This design comes from an exercise in tuning for small area, a short achievable clock period and few clock cycles per item on the open sky130 flow, not from production work. The RTL was checked by simulation tests, not by an equivalence proof against the original design. Power figures rest on the tool's default switching activity, not on a simulated workload.

<file path="flow/constraint.sdc">
create_clock -name core_clock -period 8.0 [get_ports {clk}]
set_input_delay 1.6000 -clock core_clock [delete_from_list [all_inputs] [get_ports {clk}]]
set_output_delay 1.6000 -clock core_clock [all_outputs]
set_load 0.01 [all_outputs]
</file>
<file path="flow/run.sh">
#!/bin/bash
# synth_recipe.tcl (not shown) runs the flow's synth.tcl, then flattens the netlist and writes it again
# the make line also repeats each setting of config.mk as NAME=value (left out here)
make -C /OpenROAD-flow-scripts/flow DESIGN_CONFIG=/design/flow/config.mk WORK_HOME=/design/flow/orfs CLKGATE_MAP_FILE= SYNTH_SCRIPT=/design/flow/synth_recipe.tcl finish
</file>
<file path="flow/config.mk">
export PLATFORM = sky130hd
export DESIGN_NAME = dma_guard
export DESIGN_NICKNAME = dma_guard
export VERILOG_FILES = /design/flow/design.v
export SDC_FILE = /design/flow/constraint.sdc
export NUM_CORES = 4
export LEC_CHECK = 0
export CAP_MARGIN = 20
export CORE_MARGIN = 2
export CORE_UTILIZATION = 40
export PLACE_DENSITY = 0.6
export SLEW_MARGIN = 20
</file>
<file path="flow/design.v">
`timescale 1ns / 1ps
module QarmaMultiCycle #(
    parameter ROUNDS = 7
) (
    input  wire        clock,
    input  wire        reset,
    input  wire        input_valid,
    input  wire        input_bits_encrypt,
    input  wire [63:0] input_bits_keyh,
    input  wire [63:0] input_bits_keyl,
    input  wire [63:0] input_bits_tweak,
    input  wire [63:0] input_bits_text,
    input  wire        output_ready,
    output reg         output_valid,
    output wire [63:0] output_bits_result
);
    localparam [63:0] ALPHA = 64'hC0AC29B7C97C50DD;
    localparam [3:0]  LAST  = 2 * ROUNDS;
    function [63:0] rc;
        input [2:0] i;
        case (i)
            3'd0: rc = 64'h0000000000000000;
            3'd1: rc = 64'h13198A2E03707344;
            3'd2: rc = 64'hA4093822299F31D0;
            3'd3: rc = 64'h082EFA98EC4E6C89;
            3'd4: rc = 64'h452821E638D01377;
            3'd5: rc = 64'hBE5466CF34E90C6C;
            3'd6: rc = 64'h3F84D5B5B5470917;
            default: rc = 64'h9216D5D98979FB1B;
        endcase
    endfunction
    function [3:0] sb;
        input [3:0] x;
        case (x)
            4'h0: sb = 4'd10; 4'h1: sb = 4'd13; 4'h2: sb = 4'd14; 4'h3: sb = 4'd6;
            4'h4: sb = 4'd15; 4'h5: sb = 4'd7;  4'h6: sb = 4'd3;  4'h7: sb = 4'd5;
            4'h8: sb = 4'd9;  4'h9: sb = 4'd8;  4'hA: sb = 4'd0;  4'hB: sb = 4'd12;
            4'hC: sb = 4'd11; 4'hD: sb = 4'd1;  4'hE: sb = 4'd2;  default: sb = 4'd4;
        endcase
    endfunction
    function [3:0] sbi;
        input [3:0] x;
        case (x)
            4'd10: sbi = 4'h0; 4'd13: sbi = 4'h1; 4'd14: sbi = 4'h2; 4'd6:  sbi = 4'h3;
            4'd15: sbi = 4'h4; 4'd7:  sbi = 4'h5; 4'd3:  sbi = 4'h6; 4'd5:  sbi = 4'h7;
            4'd9:  sbi = 4'h8; 4'd8:  sbi = 4'h9; 4'd0:  sbi = 4'hA; 4'd12: sbi = 4'hB;
            4'd11: sbi = 4'hC; 4'd1:  sbi = 4'hD; 4'd2:  sbi = 4'hE; default: sbi = 4'hF;
        endcase
    endfunction
    function [3:0] cl;
        input [63:0] s;
        input [3:0] i;
        cl = s[63 - 4*i -: 4];
    endfunction
    function [63:0] sub;
        input [63:0] s;
        integer i;
        for (i = 0; i < 16; i = i + 1) sub[63 - 4*i -: 4] = sb(s[63 - 4*i -: 4]);
    endfunction
    function [63:0] sub_inv;
        input [63:0] s;
        integer i;
        for (i = 0; i < 16; i = i + 1) sub_inv[63 - 4*i -: 4] = sbi(s[63 - 4*i -: 4]);
    endfunction
    function [63:0] shuf;
        input [63:0] s;
        shuf = {cl(s,0), cl(s,11), cl(s,6), cl(s,13), cl(s,10), cl(s,1), cl(s,12), cl(s,7),
                cl(s,5), cl(s,14), cl(s,3), cl(s,8), cl(s,15), cl(s,4), cl(s,9), cl(s,2)};
    endfunction
    function [63:0] shuf_inv;
        input [63:0] s;
        shuf_inv = {cl(s,0), cl(s,5), cl(s,15), cl(s,10), cl(s,13), cl(s,8), cl(s,2), cl(s,7),
                    cl(s,11), cl(s,14), cl(s,4), cl(s,1), cl(s,6), cl(s,3), cl(s,9), cl(s,12)};
    endfunction
    function [3:0] rho1;
        input [3:0] x;
        rho1 = {x[2:0], x[3]};
    endfunction
    function [3:0] rho2;
        input [3:0] x;
        rho2 = {x[1:0], x[3:2]};
    endfunction
    function [63:0] mix;
        input [63:0] s;
        integer r, c;
        for (r = 0; r < 4; r = r + 1)
            for (c = 0; c < 4; c = c + 1)
                mix[63 - 4*(4*r + c) -: 4] = rho1(s[63 - 4*(4*((r+1)%4) + c) -: 4])
                                           ^ rho2(s[63 - 4*(4*((r+2)%4) + c) -: 4])
                                           ^ rho1(s[63 - 4*(4*((r+3)%4) + c) -: 4]);
    endfunction
    function [3:0] lfsr;
        input [3:0] x;
        lfsr = {x[0] ^ x[1], x[3], x[2], x[1]};
    endfunction
    function [3:0] lfsr_inv;
        input [3:0] x;
        lfsr_inv = {x[2], x[1], x[0], x[3] ^ x[0]};
    endfunction
    function [63:0] tw_next;
        input [63:0] t;
        reg [63:0] p;
        begin
            p = {cl(t,6), cl(t,5), cl(t,14), cl(t,15), cl(t,0), cl(t,1), cl(t,2), cl(t,3),
                 cl(t,7), cl(t,12), cl(t,13), cl(t,4), cl(t,8), cl(t,9), cl(t,10), cl(t,11)};
            tw_next = {lfsr(cl(p,0)), lfsr(cl(p,1)), cl(p,2), lfsr(cl(p,3)),
                       lfsr(cl(p,4)), cl(p,5), cl(p,6), cl(p,7),
                       lfsr(cl(p,8)), cl(p,9), cl(p,10), lfsr(cl(p,11)),
                       cl(p,12), lfsr(cl(p,13)), cl(p,14), cl(p,15)};
        end
    endfunction
    function [63:0] tw_prev;
        input [63:0] t;
        reg [63:0] p;
        begin
            p = {lfsr_inv(cl(t,0)), lfsr_inv(cl(t,1)), cl(t,2), lfsr_inv(cl(t,3)),
                 lfsr_inv(cl(t,4)), cl(t,5), cl(t,6), cl(t,7),
                 lfsr_inv(cl(t,8)), cl(t,9), cl(t,10), lfsr_inv(cl(t,11)),
                 cl(t,12), lfsr_inv(cl(t,13)), cl(t,14), cl(t,15)};
            tw_prev = {cl(p,4), cl(p,5), cl(p,6), cl(p,7), cl(p,11), cl(p,1), cl(p,0), cl(p,8),
                       cl(p,12), cl(p,13), cl(p,14), cl(p,15), cl(p,9), cl(p,10), cl(p,2), cl(p,3)};
        end
    endfunction
    reg        busy;
    reg [3:0]  step;
    reg [63:0] st;
    reg [63:0] tk;
    reg [63:0] w0;
    reg [63:0] k0;
    wire [63:0] w1 = {w0[0], w0[63:1]} ^ {63'd0, w0[63]};
    wire [63:0] f_in  = st ^ k0 ^ rc(step[2:0]) ^ tk;
    wire [63:0] f_out = (step == 4'd0) ? sub(f_in) : sub(mix(shuf(f_in)));
    wire [63:0] m_a   = sub(mix(shuf(st ^ w1 ^ tk)));
    wire [63:0] m_b   = shuf_inv(mix(shuf(m_a)) ^ k0);
    wire [63:0] m_out = shuf_inv(mix(sub_inv(m_b))) ^ w0 ^ tk;
    wire [3:0]  b_idx  = LAST - step;
    wire [63:0] b_s    = sub_inv(st);
    wire [63:0] b_t    = (b_idx == 4'd0) ? b_s : shuf_inv(mix(b_s));
    wire [63:0] b_out  = b_t ^ k0 ^ ALPHA ^ rc(b_idx[2:0]) ^ tk ^ ((b_idx == 4'd0) ? w1 : 64'd0);
    assign output_bits_result = st;
    always @(posedge clock) begin
        if (reset) begin
            busy <= 1'b0;
            step <= 4'd0;
            output_valid <= 1'b0;
        end else if (input_valid) begin
            busy <= 1'b1;
            step <= 4'd0;
            output_valid <= 1'b0;
            st <= input_bits_text ^ input_bits_keyh;
            tk <= input_bits_tweak;
            w0 <= input_bits_keyh;
            k0 <= input_bits_keyl;
        end else if (busy) begin
            step <= step + 4'd1;
            if (step < ROUNDS) begin
                st <= f_out;
                tk <= tw_next(tk);
            end else if (step == ROUNDS) begin
                st <= m_out;
                tk <= tw_prev(tk);
            end else begin
                st <= b_out;
                tk <= tw_prev(tk);
                if (step == LAST) begin
                    busy <= 1'b0;
                    output_valid <= 1'b1;
                end
            end
            if (step != LAST) output_valid <= 1'b0;
        end else begin
            output_valid <= 1'b0;
        end
    end
endmodule
`timescale 1ns / 1ps
module hash_engine(
    input wire clk,
    input wire reset,
    input wire [127:0] metadata,
    input wire [127:0] key,
    input wire [63:0] pointer,
    input wire start,
    output wire [15:0] hash,
    output wire done
);
    reg get_start;
    reg start_qarma;
    reg [127:0] actual_metadata;
    always @ (posedge clk) begin
        if (reset) begin
            get_start <= 0;
            start_qarma <= 0;
            actual_metadata <= 0;
        end else begin
            if (start) begin
                get_start <= 1;
                actual_metadata <= metadata;
            end else begin
                get_start <= 0;
                actual_metadata <= actual_metadata;
            end
            if (get_start) begin
                start_qarma <= 1;
            end else begin
                start_qarma <= 0;
            end
        end
    end
    wire [63:0] masked_pointer = (pointer >> actual_metadata[125:120]) << actual_metadata[125:120];
    wire [63:0] result;
    assign hash = result[15:0];
    QarmaMultiCycle dut (
        .clock(clk),
        .reset(reset),
        .input_valid(start_qarma),
        .input_bits_encrypt(1'b1),
        .input_bits_keyh(key[127:64]),
        .input_bits_keyl(key[63:0]),
        .input_bits_tweak( actual_metadata[127:64] ^ actual_metadata[63:0] ),
        .input_bits_text(masked_pointer),
        .output_ready(1'b1),
        .output_valid(done),
        .output_bits_result(result)
    );
endmodule
`timescale 1ns / 1ps
module metadata_memory #(
    parameter ENTRIES = 4,
    parameter IDX_W   = 2
) (
    input  wire         clk,
    input  wire         ena,
    input  wire [3:0]   wea,
    input  wire [17:0]  addra,
    input  wire [31:0]  dina,
    output reg  [31:0]  douta,
    input  wire         enb,
    input  wire [15:0]  web,
    input  wire [15:0]  addrb,
    input  wire [127:0] dinb,
    output reg  [127:0] doutb
);
    reg [127:0] mem [0:ENTRIES-1];
    reg [31:0]  douta_q;
    reg [127:0] doutb_q;
    wire [IDX_W-1:0] ia = addra[IDX_W+1:2];
    wire [1:0]       wa = addra[1:0];
    wire [IDX_W-1:0] ib = addrb[IDX_W-1:0];
    integer b;
    always @(posedge clk) begin
        if (ena) begin
            for (b = 0; b < 4; b = b + 1)
                if (wea[b]) mem[ia][32*wa + 8*b +: 8] <= dina[8*b +: 8];
            douta_q <= mem[ia][32*wa +: 32];
            douta <= douta_q;
        end
        if (enb) begin
            doutb_q <= mem[ib];
            doutb <= doutb_q;
        end
    end
endmodule
`timescale  1ps / 1ps
module dma_guard_ctrl_interface (
    input  wire ctrl_clk,
    input  wire reset,
    input  wire [31:0]              ctrl_s_axi_awaddr,
    input  wire [7:0]               ctrl_s_axi_awlen,
    input  wire [2:0]               ctrl_s_axi_awsize,
    input  wire [1:0]               ctrl_s_axi_awburst,
    input  wire                     ctrl_s_axi_awlock,
    input  wire [3:0]               ctrl_s_axi_awcache,
    input  wire [2:0]               ctrl_s_axi_awprot,
    input  wire                     ctrl_s_axi_awvalid,
    output reg                      ctrl_s_axi_awready,
    input  wire [31:0]              ctrl_s_axi_wdata,
    input  wire [15:0]              ctrl_s_axi_wstrb,
    input  wire                     ctrl_s_axi_wlast,
    input  wire                     ctrl_s_axi_wvalid,
    output reg                      ctrl_s_axi_wready,
    output reg  [1:0]               ctrl_s_axi_bresp,  
    output reg                      ctrl_s_axi_bvalid,
    input  wire                     ctrl_s_axi_bready,
    input  wire [31:0]              ctrl_s_axi_araddr,
    input  wire [7:0]               ctrl_s_axi_arlen,
    input  wire [2:0]               ctrl_s_axi_arsize,
    input  wire [1:0]               ctrl_s_axi_arburst,
    input  wire                     ctrl_s_axi_arlock,
    input  wire [3:0]               ctrl_s_axi_arcache,
    input  wire [2:0]               ctrl_s_axi_arprot,
    input  wire                     ctrl_s_axi_arvalid,
    output reg                      ctrl_s_axi_arready,
    output reg  [31:0]              ctrl_s_axi_rdata,
    output reg  [1:0]               ctrl_s_axi_rresp,  
    output reg                      ctrl_s_axi_rlast,
    output reg                      ctrl_s_axi_rvalid,
    input  wire                     ctrl_s_axi_rready,
    output reg                      ena,
    output reg  [3:0]               wea,
    output reg  [17:0]              addra,
    output reg  [31:0]              dina,
    input  wire [31:0]              douta,
    output wire [127:0]             key
);
    localparam STATE_IDLE =             4'h0;
    localparam STATE_WRITE_METADATA =   4'h1;
    localparam STATE_WRITE_KEY =        4'h2;
    localparam STATE_WRITE_LAST =       4'h3;
    localparam STATE_READ_METADATA  =   4'h4;
    localparam STATE_READ_KEY =         4'h5;
    localparam STATE_READ_KEY_LAST =    4'h6;
    localparam STATE_RESET =            4'h7;
    localparam STATE_READ_METADATA_LAST=4'h8;
    reg [4:0] state;
    reg [31:0] key_storage [0:3];
    reg key_wen;
    reg [1:0] key_addr;
    reg [31:0] key_din;
    assign key = { key_storage[3], key_storage[2], key_storage[1], key_storage[0] };
    reg [8:0] read_counter;
    always @ (posedge ctrl_clk) begin
        if (reset) begin
            key_storage[3] <= 32'h0f0f0f0f;
            key_storage[2] <= 32'h0e0e0e0e;
            key_storage[1] <= 32'h0d0d0d0d;
            key_storage[0] <= 32'h0c0c0c0c;
        end else begin
            if (key_wen) begin
                key_storage[key_addr] <= key_din;
            end        
        end
    end
    reg [1:0] previous_read_valid;
    reg [1:0] previous_read_last;
    always @ (posedge ctrl_clk) begin
        if (reset) begin
            state <= STATE_IDLE;
            ctrl_s_axi_awready <= 0;
            ctrl_s_axi_wready <= 0;
            ctrl_s_axi_bresp <= 0;
            ctrl_s_axi_bvalid <= 0;
            ctrl_s_axi_arready <= 0;
            ctrl_s_axi_rdata <= 0;
            ctrl_s_axi_rresp <= 0;
            ctrl_s_axi_rlast <= 0;
            ctrl_s_axi_rvalid <= 0;
            ena <= 1;
            wea <= 0;
            addra <= 0;
            dina <= 0;
            key_wen <= 0;
            key_addr <= 0;
            key_din <= 0;
            read_counter <= 0;
            previous_read_valid <= 0;
            previous_read_last <= 0;
        end else begin
            case (state)
                STATE_IDLE: begin
                    if (ctrl_s_axi_awvalid) begin
                        ctrl_s_axi_awready <= 1;
                        if ((ctrl_s_axi_awaddr & 32'h100000) == 32'h100000) begin
                            state <= STATE_WRITE_METADATA;
                            addra <= ctrl_s_axi_awaddr[19:2] - 1;    
                        end else begin
                            state <= STATE_WRITE_KEY;
                            key_addr <= ctrl_s_axi_awaddr[3:2] - 1;  
                        end
                    end else if (ctrl_s_axi_arvalid) begin
                        ctrl_s_axi_arready <= 1;
                        read_counter <= ctrl_s_axi_arlen + 1;
                        if ((ctrl_s_axi_araddr & 32'h100000) == 32'h100000) begin
                            state <= STATE_READ_METADATA;
                            addra <= ctrl_s_axi_araddr[19:2];        
                        end else begin
                            state <= STATE_READ_KEY;
                            key_addr <= ctrl_s_axi_araddr[3:2];      
                        end
                    end else begin
                        state <= STATE_IDLE;
                    end
                end
                STATE_READ_KEY: begin
                    ctrl_s_axi_arready <= 0;
                    if (ctrl_s_axi_rready) begin
                        key_addr <= key_addr + 1;
                        ctrl_s_axi_rdata <= key_storage[key_addr];
                        ctrl_s_axi_rvalid <= 1;
                        read_counter <= read_counter - 1;
                        if (read_counter == 1) begin
                            ctrl_s_axi_rlast <= 1;
                            state <= STATE_READ_KEY_LAST;
                        end else begin
                            state <= STATE_READ_KEY;
                        end
                    end
                end
                STATE_READ_METADATA: begin
                    ctrl_s_axi_arready <= 0;
                    if (ctrl_s_axi_rready) begin
                        addra <= addra + 1;
                        previous_read_valid <= { 1'b1, previous_read_valid[1] };
                        read_counter <= read_counter - 1;
                        if (read_counter == 1) begin
                            previous_read_last <= 2'b10;
                            state <= STATE_READ_METADATA_LAST;
                        end else begin
                            state <= STATE_READ_METADATA;
                        end
                    end else begin
                        previous_read_valid <= { 1'b0, previous_read_valid[1] };
                        previous_read_last <= { 1'b0, previous_read_last[1] };
                        state <= STATE_READ_METADATA;
                    end
                    if (previous_read_valid[0]) begin
                        ctrl_s_axi_rvalid <= 1;
                        ctrl_s_axi_rdata <= douta;
                    end
                end
                STATE_READ_KEY_LAST: begin
                    ctrl_s_axi_rlast <= 0;
                    ctrl_s_axi_rvalid <= 0;
                    state <= STATE_RESET; 
                end
                STATE_READ_METADATA_LAST: begin
                    if ((previous_read_valid & 2'b10) == 2'b10) begin
                        state <= STATE_READ_METADATA_LAST;
                    end else begin
                        state <= STATE_RESET; 
                    end
                    if (previous_read_valid[0]) begin
                        ctrl_s_axi_rvalid <= 1;
                        ctrl_s_axi_rdata <= douta;
                    end
                    if (previous_read_last[0]) begin
                        ctrl_s_axi_rlast <= 1;
                    end
                    previous_read_valid <= { 1'b0, previous_read_valid[1] };
                    previous_read_last <= { 1'b0, previous_read_last[1] };
                end
                STATE_WRITE_KEY: begin
                    ctrl_s_axi_awready <= 0;
                    ctrl_s_axi_wready <= 1;
                    if (ctrl_s_axi_wvalid) begin
                        key_addr <= key_addr + 1;
                        key_wen <= 1;
                        key_din <= ctrl_s_axi_wdata;
                        if (ctrl_s_axi_wlast) begin
                            state <= STATE_WRITE_LAST;
                        end else begin
                            state <= STATE_WRITE_KEY;
                        end
                    end else begin
                        key_wen <= 0;
                        state <= STATE_WRITE_KEY;
                    end
                end
                STATE_WRITE_METADATA: begin
                    ctrl_s_axi_awready <= 0;
                    ctrl_s_axi_wready <= 1;
                    if (ctrl_s_axi_wvalid) begin
                        addra <= addra + 1;
                        wea <= 4'hf;
                        dina <= ctrl_s_axi_wdata;
                        if (ctrl_s_axi_wlast) begin
                            state <= STATE_WRITE_LAST; 
                        end else begin
                            state <= STATE_WRITE_METADATA;
                        end
                    end else begin
                        wea <= 0;
                        state <= STATE_WRITE_METADATA;
                    end
                end
                STATE_WRITE_LAST: begin
                    key_wen <= 0;
                    wea <= 0;
                    if (ctrl_s_axi_bready) begin
                        ctrl_s_axi_bvalid <= 1;
                        state <= STATE_RESET;
                    end else begin
                        state <= STATE_WRITE_LAST;
                    end
                end
                STATE_RESET: begin
                    state <= STATE_IDLE;
                    ctrl_s_axi_awready <= 0;
                    ctrl_s_axi_wready <= 0;
                    ctrl_s_axi_bresp <= 0;
                    ctrl_s_axi_bvalid <= 0;
                    ctrl_s_axi_arready <= 0;
                    ctrl_s_axi_rdata <= 0;
                    ctrl_s_axi_rresp <= 0;
                    ctrl_s_axi_rlast <= 0;
                    ctrl_s_axi_rvalid <= 0;
                    ena <= 1;
                    wea <= 0;
                    addra <= 0;
                    dina <= 0;
                    key_wen <= 0;
                    key_addr <= 0;
                    key_din <= 0;
                    read_counter <= 0;
                    previous_read_last <= 0;
                    previous_read_valid <= 0;
                end
            endcase
        end
    end
endmodule
`timescale 1ns / 1ps
module dma_guard_data_interface(
    input wire data_clk,
    input wire reset,
    input  wire [63:0]              data_s_axi_awaddr,
    input  wire [7:0]               data_s_axi_awlen,
    input  wire [2:0]               data_s_axi_awsize,
    input  wire [1:0]               data_s_axi_awburst,
    input  wire                     data_s_axi_awlock,
    input  wire [3:0]               data_s_axi_awcache,
    input  wire [2:0]               data_s_axi_awprot,
    input  wire                     data_s_axi_awvalid,
    output wire                     data_s_axi_awready,
    input  wire [2:0]               data_s_axi_awid,
    input  wire [63:0]              data_s_axi_araddr,
    input  wire [7:0]               data_s_axi_arlen,
    input  wire [2:0]               data_s_axi_arsize,
    input  wire [1:0]               data_s_axi_arburst,
    input  wire                     data_s_axi_arlock,
    input  wire [3:0]               data_s_axi_arcache,
    input  wire [2:0]               data_s_axi_arprot,
    input  wire                     data_s_axi_arvalid,
    output wire                     data_s_axi_arready,
    input  wire [2:0]               data_s_axi_arid,
    output wire [33:0]              data_m_axi_awaddr,
    output wire [7:0]               data_m_axi_awlen,
    output wire [2:0]               data_m_axi_awsize,
    output wire [1:0]               data_m_axi_awburst,
    output wire                     data_m_axi_awlock,
    output wire [3:0]               data_m_axi_awcache,
    output wire [2:0]               data_m_axi_awprot,
    output wire                     data_m_axi_awvalid,
    input  wire                     data_m_axi_awready,
    output wire [2:0]               data_m_axi_awid,
    output wire [33:0]              data_m_axi_araddr,
    output wire [7:0]               data_m_axi_arlen,
    output wire [2:0]               data_m_axi_arsize,
    output wire [1:0]               data_m_axi_arburst,
    output wire                     data_m_axi_arlock,
    output wire [3:0]               data_m_axi_arcache,
    output wire [2:0]               data_m_axi_arprot,
    output wire                     data_m_axi_arvalid,
    input  wire                     data_m_axi_arready,
    output wire [2:0]               data_m_axi_arid,
    output reg                      enb,
    output wire [15:0]              web,
    output reg  [15:0]              addrb,
    output wire [127:0]             dinb,
    input  wire [127:0]             doutb,
    input wire [127:0]              key,
    output reg                      interrupt
);
    assign data_m_axi_awaddr =  data_s_axi_awaddr[33:0];
    assign data_m_axi_awlen =   data_s_axi_awlen; 
    assign data_m_axi_awsize =  data_s_axi_awsize;
    assign data_m_axi_awburst = data_s_axi_awburst;
    assign data_m_axi_awlock =  data_s_axi_awlock;
    assign data_m_axi_awcache = data_s_axi_awcache;
    assign data_m_axi_awprot =  data_s_axi_awprot;
    assign data_m_axi_awid =    data_s_axi_awid;
    assign data_m_axi_araddr =  data_s_axi_araddr[33:0];
    assign data_m_axi_arlen =   data_s_axi_arlen;
    assign data_m_axi_arsize =  data_s_axi_arsize;
    assign data_m_axi_arburst = data_s_axi_arburst;
    assign data_m_axi_arlock =  data_s_axi_arlock;
    assign data_m_axi_arcache = data_s_axi_arcache;
    assign data_m_axi_arprot =  data_s_axi_arprot;
    assign data_m_axi_arid =    data_s_axi_arid;
    reg access_is_valid;
    reg awready;
    reg arready;
    reg arvalid;
    reg awvalid;
    reg start;
    localparam STATE_IDLE =             4'h0;
    localparam STATE_READ_METADATA =    4'h1;
    localparam STATE_WAIT_HASH =        4'h2;
    localparam STATE_WAIT_STABLE =      4'h3;
    localparam STATE_WAIT_METADATA =    4'h4;
    localparam STATE_FINISH_METADATA =  4'h5;
    localparam STATE_WAIT_META_FULL =   4'h6;
    reg [3:0] state;
    assign web = 16'd0;
    assign dinb = 128'd0;
    assign data_s_axi_awready = awready;
    assign data_s_axi_arready = arready;
    assign data_m_axi_awvalid = awvalid;
    assign data_m_axi_arvalid = arvalid;
    reg [63:0] pointer_to_check;
    reg [47:0] last_byte_to_access;
    reg [15:0] pac_to_authenticate;
    wire [15:0] hash;
    wire done;
    reg lower_bound_ok;
    reg upper_bound_ok;
    reg hold_ready;
    always @ (posedge data_clk) begin
      if (reset) begin
        enb <= 0;
        addrb <= 0;
        access_is_valid <= 1;
        awready <= 0;
        arready <= 0;
        arvalid <= 0;
        awvalid <= 0;
        interrupt <= 0;
        state <= STATE_IDLE;
        start <= 0;
        hold_ready <= 0;
        lower_bound_ok <= 0;
        upper_bound_ok <= 0;
        pointer_to_check <= 0;
        last_byte_to_access <= 0;
        pac_to_authenticate <= 0;
      end else begin
        if (state == STATE_IDLE) begin
            lower_bound_ok <= 0;
            upper_bound_ok <= 0;
            if (data_s_axi_arvalid && arready == 0 && hold_ready == 0) begin    
                state <= STATE_WAIT_STABLE; 
                pointer_to_check <= data_s_axi_araddr[47:0];
                pac_to_authenticate <= data_s_axi_araddr[63:48];
                addrb <= data_s_axi_araddr[63:48];
                last_byte_to_access <= data_s_axi_araddr[47:0] + data_s_axi_arlen;
                hold_ready <= 1;
                arready <= 1; 
                arvalid <= 1;
            end else if (data_s_axi_awvalid && awready == 0 && hold_ready == 0) begin
                state <= STATE_WAIT_STABLE; 
                pointer_to_check <= data_s_axi_awaddr[47:0];
                pac_to_authenticate <= data_s_axi_awaddr[63:48];
                addrb <= data_s_axi_awaddr[63:48];
                last_byte_to_access <= data_s_axi_awaddr[47:0] + data_s_axi_awlen;
                hold_ready <= 1;
                awready <= 1;
                awvalid <= 1;
            end else begin
                state <= STATE_IDLE;
            end
        end else if (state == STATE_WAIT_STABLE) begin
            awready <= 0;
            arready <= 0;
            arvalid <= 0;
            awvalid <= 0;
            enb <= 1;
            state <= STATE_WAIT_METADATA;
        end else if (state == STATE_WAIT_METADATA) begin
            state <= STATE_READ_METADATA;
        end else if (state == STATE_READ_METADATA) begin
            state <= STATE_FINISH_METADATA;
        end else if (state == STATE_FINISH_METADATA) begin
            state <= STATE_WAIT_META_FULL;
        end else if (state == STATE_WAIT_META_FULL) begin
            start <= 1;
            enb <= 0;
            state <= STATE_WAIT_HASH;
            if (metadata[95:48] <= pointer_to_check) begin
                lower_bound_ok <= 1;
            end else begin
                lower_bound_ok <= 0;
            end
            if (metadata[47:0] >= last_byte_to_access) begin
                upper_bound_ok <= 1;
            end else begin
                upper_bound_ok <= 0;
            end
        end else if (state == STATE_WAIT_HASH) begin
            start <= 0;
            if (done) begin
                state <= STATE_IDLE;
                if (((pac_to_authenticate == hash) && (upper_bound_ok && lower_bound_ok))) begin
                    hold_ready <= 0;
                end else begin
                    interrupt <= 1;
                end
            end else begin
                state <= STATE_WAIT_HASH; 
            end
        end
      end
    end
    wire [127:0] metadata;
    assign metadata = doutb;
    hash_engine hash_calculator (
        .clk(data_clk),
        .reset(reset),
        .metadata(metadata),
        .key(key),
        .pointer(pointer_to_check),
        .start(start),
        .hash(hash),
        .done(done)
    );
endmodule
`timescale 1ns / 1ps
module dma_guard (
    input wire clk,
    input wire reset_n,
    input  wire [31:0]              ctrl_s_axi_awaddr,
    input  wire [7:0]               ctrl_s_axi_awlen,
    input  wire [2:0]               ctrl_s_axi_awsize,
    input  wire [1:0]               ctrl_s_axi_awburst,
    input  wire                     ctrl_s_axi_awlock,
    input  wire [3:0]               ctrl_s_axi_awcache,
    input  wire [2:0]               ctrl_s_axi_awprot,
    input  wire                     ctrl_s_axi_awvalid,
    output wire                     ctrl_s_axi_awready,
    input  wire [31:0]              ctrl_s_axi_wdata,
    input  wire [15:0]              ctrl_s_axi_wstrb,
    input  wire                     ctrl_s_axi_wlast,
    input  wire                     ctrl_s_axi_wvalid,
    output wire                     ctrl_s_axi_wready,
    output wire [1:0]               ctrl_s_axi_bresp,
    output wire                     ctrl_s_axi_bvalid,
    input  wire                     ctrl_s_axi_bready,
    input  wire [31:0]              ctrl_s_axi_araddr,
    input  wire [7:0]               ctrl_s_axi_arlen,
    input  wire [2:0]               ctrl_s_axi_arsize,
    input  wire [1:0]               ctrl_s_axi_arburst,
    input  wire                     ctrl_s_axi_arlock,
    input  wire [3:0]               ctrl_s_axi_arcache,
    input  wire [2:0]               ctrl_s_axi_arprot,
    input  wire                     ctrl_s_axi_arvalid,
    output wire                     ctrl_s_axi_arready,
    output wire [31:0]              ctrl_s_axi_rdata,
    output wire [1:0]               ctrl_s_axi_rresp,
    output wire                     ctrl_s_axi_rlast,
    output wire                     ctrl_s_axi_rvalid,
    input  wire                     ctrl_s_axi_rready,
    input  wire [63:0]              data_s_axi_awaddr,
    input  wire [7:0]               data_s_axi_awlen,
    input  wire [2:0]               data_s_axi_awsize,
    input  wire [1:0]               data_s_axi_awburst,
    input  wire                     data_s_axi_awlock,
    input  wire [3:0]               data_s_axi_awcache,
    input  wire [2:0]               data_s_axi_awprot,
    input  wire                     data_s_axi_awvalid,
    output wire                     data_s_axi_awready,
    input  wire [2:0]               data_s_axi_awid,
    input  wire [63:0]              data_s_axi_araddr,
    input  wire [7:0]               data_s_axi_arlen,
    input  wire [2:0]               data_s_axi_arsize,
    input  wire [1:0]               data_s_axi_arburst,
    input  wire                     data_s_axi_arlock,
    input  wire [3:0]               data_s_axi_arcache,
    input  wire [2:0]               data_s_axi_arprot,
    input  wire                     data_s_axi_arvalid,
    output wire                     data_s_axi_arready,
    input  wire [2:0]               data_s_axi_arid,
    output wire [33:0]              data_m_axi_awaddr,
    output wire [7:0]               data_m_axi_awlen,
    output wire [2:0]               data_m_axi_awsize,
    output wire [1:0]               data_m_axi_awburst,
    output wire                     data_m_axi_awlock,
    output wire [3:0]               data_m_axi_awcache,
    output wire [2:0]               data_m_axi_awprot,
    output wire                     data_m_axi_awvalid,
    input  wire                     data_m_axi_awready,
    output wire [2:0]               data_m_axi_awid,
    output wire [33:0]              data_m_axi_araddr,
    output wire [7:0]               data_m_axi_arlen,
    output wire [2:0]               data_m_axi_arsize,
    output wire [1:0]               data_m_axi_arburst,
    output wire                     data_m_axi_arlock,
    output wire [3:0]               data_m_axi_arcache,
    output wire [2:0]               data_m_axi_arprot,
    output wire                     data_m_axi_arvalid,
    input  wire                     data_m_axi_arready,
    output wire [2:0]               data_m_axi_arid,
    output wire interrupt
);
    wire        ena;
    wire [3:0]  wea;
    wire [17:0] addra;
    wire [31:0] dina;
    wire [31:0] douta;
    wire        enb;
    wire [15:0] web;
    wire [15:0] addrb;
    wire [127:0]dinb;
    wire [127:0]doutb;
    wire [127:0] key;
    metadata_memory metadata_table (
        .clk(clk),
        .ena(ena),
        .wea(wea),
        .addra(addra),
        .dina(dina),
        .douta(douta),
        .enb(enb),
        .web(web),
        .addrb(addrb),
        .dinb(dinb),
        .doutb(doutb)
    );
    dma_guard_ctrl_interface ctrl_interface (
        .ctrl_clk(clk),
        .reset(~reset_n),
        .ctrl_s_axi_awaddr(ctrl_s_axi_awaddr),
        .ctrl_s_axi_awlen(ctrl_s_axi_awlen),
        .ctrl_s_axi_awsize(ctrl_s_axi_awsize),
        .ctrl_s_axi_awburst(ctrl_s_axi_awburst),
        .ctrl_s_axi_awlock(ctrl_s_axi_awlock),
        .ctrl_s_axi_awcache(ctrl_s_axi_awcache),
        .ctrl_s_axi_awprot(ctrl_s_axi_awprot),
        .ctrl_s_axi_awvalid(ctrl_s_axi_awvalid),
        .ctrl_s_axi_awready(ctrl_s_axi_awready),
        .ctrl_s_axi_wdata(ctrl_s_axi_wdata),
        .ctrl_s_axi_wstrb(ctrl_s_axi_wstrb),
        .ctrl_s_axi_wlast(ctrl_s_axi_wlast),
        .ctrl_s_axi_wvalid(ctrl_s_axi_wvalid),
        .ctrl_s_axi_wready(ctrl_s_axi_wready),
        .ctrl_s_axi_bresp(ctrl_s_axi_bresp),
        .ctrl_s_axi_bvalid(ctrl_s_axi_bvalid),
        .ctrl_s_axi_bready(ctrl_s_axi_bready),
        .ctrl_s_axi_araddr(ctrl_s_axi_araddr),
        .ctrl_s_axi_arlen(ctrl_s_axi_arlen),
        .ctrl_s_axi_arsize(ctrl_s_axi_arsize),
        .ctrl_s_axi_arburst(ctrl_s_axi_arburst),
        .ctrl_s_axi_arlock(ctrl_s_axi_arlock),
        .ctrl_s_axi_arcache(ctrl_s_axi_arcache),
        .ctrl_s_axi_arprot(ctrl_s_axi_arprot),
        .ctrl_s_axi_arvalid(ctrl_s_axi_arvalid),
        .ctrl_s_axi_arready(ctrl_s_axi_arready),
        .ctrl_s_axi_rdata(ctrl_s_axi_rdata),
        .ctrl_s_axi_rresp(ctrl_s_axi_rresp),
        .ctrl_s_axi_rlast(ctrl_s_axi_rlast),
        .ctrl_s_axi_rvalid(ctrl_s_axi_rvalid),
        .ctrl_s_axi_rready(ctrl_s_axi_rready),
        .ena(ena),
        .wea(wea),
        .addra(addra),
        .dina(dina),
        .douta(douta),
        .key(key) 
    );
    dma_guard_data_interface data_interface (
        .data_clk(clk),
        .reset(~reset_n),
        .data_s_axi_awaddr(data_s_axi_awaddr),
        .data_s_axi_awlen(data_s_axi_awlen),
        .data_s_axi_awsize(data_s_axi_awsize),
        .data_s_axi_awburst(data_s_axi_awburst),
        .data_s_axi_awlock(data_s_axi_awlock),
        .data_s_axi_awcache(data_s_axi_awcache),
        .data_s_axi_awprot(data_s_axi_awprot),
        .data_s_axi_awvalid(data_s_axi_awvalid),
        .data_s_axi_awready(data_s_axi_awready),
        .data_s_axi_awid(data_s_axi_awid),
        .data_s_axi_araddr(data_s_axi_araddr),
        .data_s_axi_arlen(data_s_axi_arlen),
        .data_s_axi_arsize(data_s_axi_arsize),
        .data_s_axi_arburst(data_s_axi_arburst),
        .data_s_axi_arlock(data_s_axi_arlock),
        .data_s_axi_arcache(data_s_axi_arcache),
        .data_s_axi_arprot(data_s_axi_arprot),
        .data_s_axi_arvalid(data_s_axi_arvalid),
        .data_s_axi_arready(data_s_axi_arready),
        .data_s_axi_arid(data_s_axi_arid),
        .data_m_axi_awaddr(data_m_axi_awaddr),
        .data_m_axi_awlen(data_m_axi_awlen),
        .data_m_axi_awsize(data_m_axi_awsize),
        .data_m_axi_awburst(data_m_axi_awburst),
        .data_m_axi_awlock(data_m_axi_awlock),
        .data_m_axi_awcache(data_m_axi_awcache),
        .data_m_axi_awprot(data_m_axi_awprot),
        .data_m_axi_awvalid(data_m_axi_awvalid),
        .data_m_axi_awready(data_m_axi_awready),
        .data_m_axi_awid(data_m_axi_awid),
        .data_m_axi_araddr(data_m_axi_araddr),
        .data_m_axi_arlen(data_m_axi_arlen),
        .data_m_axi_arsize(data_m_axi_arsize),
        .data_m_axi_arburst(data_m_axi_arburst),
        .data_m_axi_arlock(data_m_axi_arlock),
        .data_m_axi_arcache(data_m_axi_arcache),
        .data_m_axi_arprot(data_m_axi_arprot),
        .data_m_axi_arvalid(data_m_axi_arvalid),
        .data_m_axi_arready(data_m_axi_arready),
        .data_m_axi_arid(data_m_axi_arid),
        .enb(enb),
        .web(web),
        .addrb(addrb),
        .dinb(dinb),
        .doutb(doutb),
        .key(key),
        .interrupt(interrupt)
    );
endmodule
</file>
==> summary.txt <==
Die width -> 505 um
Routed vias/inst -> 5.98
Cell taking the most area after synthesis -> edfxtp_1
Fmax -> 157 MHz
Initial core utilization -> 40.3%
Initial antenna violation count -> 40
Final Power -> 34900 uW
Worst-path clk slew -> 60 ps
DR pass1 iterations -> 6
Fin. Hold Viols -> 0
WHS -> 271 ps
CTS buffer count -> 186
Cells after Synth -> 8794
Setup crit end kind -> flop
DR vias -> 74400
CP max stage delay -> 830 ps
Unrepaired setup endpoints after global routing -> false
Outcome -> complete, no violations
Total clock sinks -> 1670
Synth Area in Adders -> 1.64%
LEAKAGE -> 0.0394 uW
Layout Nets -> 9380
Top-count cell post-synth -> edfxtp_1
Type of origin of the critical path -> flop
Top cell family by delay on the critical path -> XOR/XNOR gates
DR WL/cell -> 34.9 um
Max_slew headroom -> 9.73%
First-pass GRT wire length -> 582000 um
Max stage delay cell, worst path -> xnor2_1
Flip-flop and latch count after synthesis -> 1670
Starting DRC count in detailed routing -> 10400
Setup Fix Bufs, Post-CTS -> 0
Xor and xnor area share after synthesis -> 16.6%
Final setup viols -> 0
Crit path top cell by count -> xnor2_1
Area growth syn-to-layout -> 12.9%
FILL cells -> 23000
Number of port buffers -> 330
Final WL -> 433000 um
Fin crit period -> 6370 ps
Period utilization -> 79.6%
Combinational family with the most area after synthesis -> XOR/XNOR gates
CTS Buffer Depth -> 3
Multi-input logic area -> 51600 um2
DRC viols -> 0
Post-synth top flop -> edfxtp_1
Routed Antenna Nets -> 0
Top-area cell type share of the netlist area -> 34.5%
Post-synth EDFFs -> 1152
Resize count post-CTS -> 0
Die height -> 505 um
Pwr dens -> 308 nW/um2
CP Data Arrival Time -> 7110 ps
CTS tree -> built
Worst path cell trace -> xor3_1 -> xor3_2 -> o21a_1 -> o22ai_1 -> xor2_1 -> xnor2_1 -> xnor2_1 -> o21ai_1 -> xnor2_1 -> xnor2_1 -> o21ai_0 -> o21ai_1 -> a21oi_1 -> nor2b_1 -> o21ai_1 -> o21a_1
Synth unique cells -> 105
Worst slew pin tran -> 1350 ps
Critical path buffer and inverter count -> 0
Worst-skew pair later-pin latency -> 930 ps
Maximum VDD drop -> 0.308 mV
CP Class -> flop to flop
Tot GR Track Use -> 33.1%
Share of cells above drive strength 1 -> 13.6%
CORE AREA -> 249000 um2
Post-synth ARST share -> 0%
I/O pin count -> 505
Pins over their slew limit -> 0
Warning count from the yosys run -> 5
CTS H-tree depth -> 4
Synth cell count leaders -> 1152 x edfxtp_1, 908 x xnor2_1, 807 x nand2_1, 627 x nor2_1, 518 x dfxtp_1
Routability cong. -> 1.02
Post-synthesis sequential area ratio -> 44.8%
Placed wire-length estimate -> 338000 um
Proportion of synthesized area in mux cells -> 12.6%
Number of global-route vias before repair -> 68600
Root Buffer Master -> clkbuf_16
Largest net degree at the start of global routing -> 119
Synth Area in Simple Gates -> 9.12%
Max Cap Viol -> 0
Die Area -> 255000 um2
Setup tns final -> 0 ps
Avg Inst Size Synth -> 11.4 um2
Total congestion overflow -> 0
Post-synthesis compound-gate area fraction -> 11.3%
Register Area -> 45000 um2
Mapped Area -> 100000 um2
Synth area leaders -> edfxtp_1 34%, dfxtp_1 10%, mux4_2 8.8%
Hold buffers post-CTS -> 0
Row cnt -> 183
Worst EP required -> 8740 ps
Largest fanout on the critical path -> 6
Post-Route Skew -> 117 ps
Worst Hold Class -> flop to flop
## sequential cells by signal, summed over array words and instances (netlist names), 48 cells and up, named ones only
| name | flops |
|---|---|
| ctrl_interface.key_storage | 128 |
| data_interface.hash_calculator.actual_metadata | 128 |
| data_interface.hash_calculator.dut.b_s | 64 |
| data_interface.hash_calculator.dut.k0 | 64 |
| data_interface.hash_calculator.dut.st | 64 |
| data_interface.hash_calculator.dut.tk | 64 |
| data_interface.hash_calculator.dut.w0 | 64 |
| data_interface.last_byte_to_access | 48 |
| data_interface.pointer_to_check | 48 |
| metadata_table.doutb | 128 |
| metadata_table.doutb_q | 128 |
| metadata_table.mem | 512 |
## routing by layer
metal,up-vias,share of wire [%],track usage (%)
li1,32000,-,-
met1,38100,44,48.5
met2,3760,44,49.7
met3,458,9.1,5.76
met4,10,3.5,10.1
met5,-,0.014,0
## kinds of logic after synthesis
group	Yosys count
multiplexers	757
buffers and inverters	891
flip-flops	1670
AND/OR/NAND/NOR	2068
AO/OA/AOI/OAI	1719
adder cells (fa/ha/maj)	130
XOR/XNOR	1558
other	1
## power by group
group | switching, uW | internal (uW) | total, uW
combinational | 9110 | 5310 | 14400
clock | 3850 | 4950 | 8790
sequential | 1440 | 10200 | 11700
## metrics by stage
stage	cell area, um2	utilization [%]	instances	setup slack, ps
4_1_cts	113000	45.4	12400	1760
5_1_grt	113000	45.5	12400	1340
3_3_place_gp	107000	42.9	12000	1670
6_report	113000	45.5	12400	1630
3_5_place_dp	107000	42.9	12000	1680
2_1_floorplan	100000	-	8797	756
## path summary, 6_finish.rpt
kind / start / to / slack (ps) / cells after the start
worst min-delay path: metadata_table.douta_q[11] / metadata_table.douta[11] / 270 / 0
worst max register to register: data_interface.hash_calculator.dut.st[7] / data_interface.hash_calculator.dut.b_s[3] / 1630 / 16
worst max-delay path: data_interface.hash_calculator.dut.st[7] / data_interface.hash_calculator.dut.b_s[3] / 1630 / 16
worst min register to register: metadata_table.douta_q[11] / metadata_table.douta[11] / 270 / 0
## layout by cell type, fill, tap and decap left out, types with 34 or more instances in the layout
| cell type | n |
|---|---|
| nand3_1 | 134 |
| mux2i_1 | 282 |
| nand2b_1 | 49 |
| clkbuf_16 | 188 |
| a21boi_0 | 59 |
| mux4_2 | 394 |
| nand2_1 | 802 |
| xnor2_1 | 906 |
| xor3_1 | 51 |
| nor2b_1 | 64 |
| xor2_1 | 422 |
| or3_1 | 42 |
| a21oi_1 | 484 |
| xnor3_1 | 90 |
| ha_1 | 128 |
| xnor2_2 | 35 |
| and2_1 | 125 |
| clkbuf_1 | 42 |
| dfxtp_1 | 504 |
| o21ai_1 | 41 |
| a22oi_1 | 69 |
| o211ai_1 | 68 |
| inv_1 | 245 |
| mux2_2 | 68 |
| buf_4 | 221 |
| a211oi_1 | 83 |
| a21o_1 | 53 |
| edfxtp_1 | 1152 |
| and3_1 | 62 |
| o22ai_1 | 69 |
| o211a_1 | 74 |
| nor2_1 | 619 |
| nand4_1 | 34 |
| clkdlybuf4s50_1 | 329 |
| o21ai_0 | 381 |
| nor3_1 | 60 |
## layout make-up
class / instances / area share, %
multi-input combinational: 6236 / 45.6
sequential: 1670 / 39.7
timing repair buffer: 557 / 4.49
clock buffer: 244 / 4.46
tap: 3330 / 3.68
clock inverter: 106 / 1.13
inverter: 257 / 0.866
antenna: 30 / 0.0663
Testbench counts, summed over its fixed seeds: cycles 30,048, items 1,200.

-- afterwards: timing with drivers on the ports --
The flow's constraints put no driver on any port. The routed layout listed below was extracted and timed again, unchanged, in two steps.
Step 1 assumes that a clkbuf_16 drives the clock port and a buf_2 every other input.
Step 2 adds t to the input delays and takes it off the output delays; t is the mean of the earliest and latest rising clock arrival at the registers after step 1. Input paths then give back, and output paths get back, about the clock's delay inside the block.
Three values: no drivers, after step 1, after step 2; two values: the first two.
shift t [ns]: 0.955
setup slack, ns: 1.633 / 1.633 / 1.591
worst setup path after step 2: input to register
slew at the worst register clock pin (ns): 0.07 / 0.07
pins driven straight from the clock port: 1
After both steps this run still meets setup and hold. For this run, drivers alone change the setup slack by 0.000 ns; drivers and shift together by -0.042 ns.
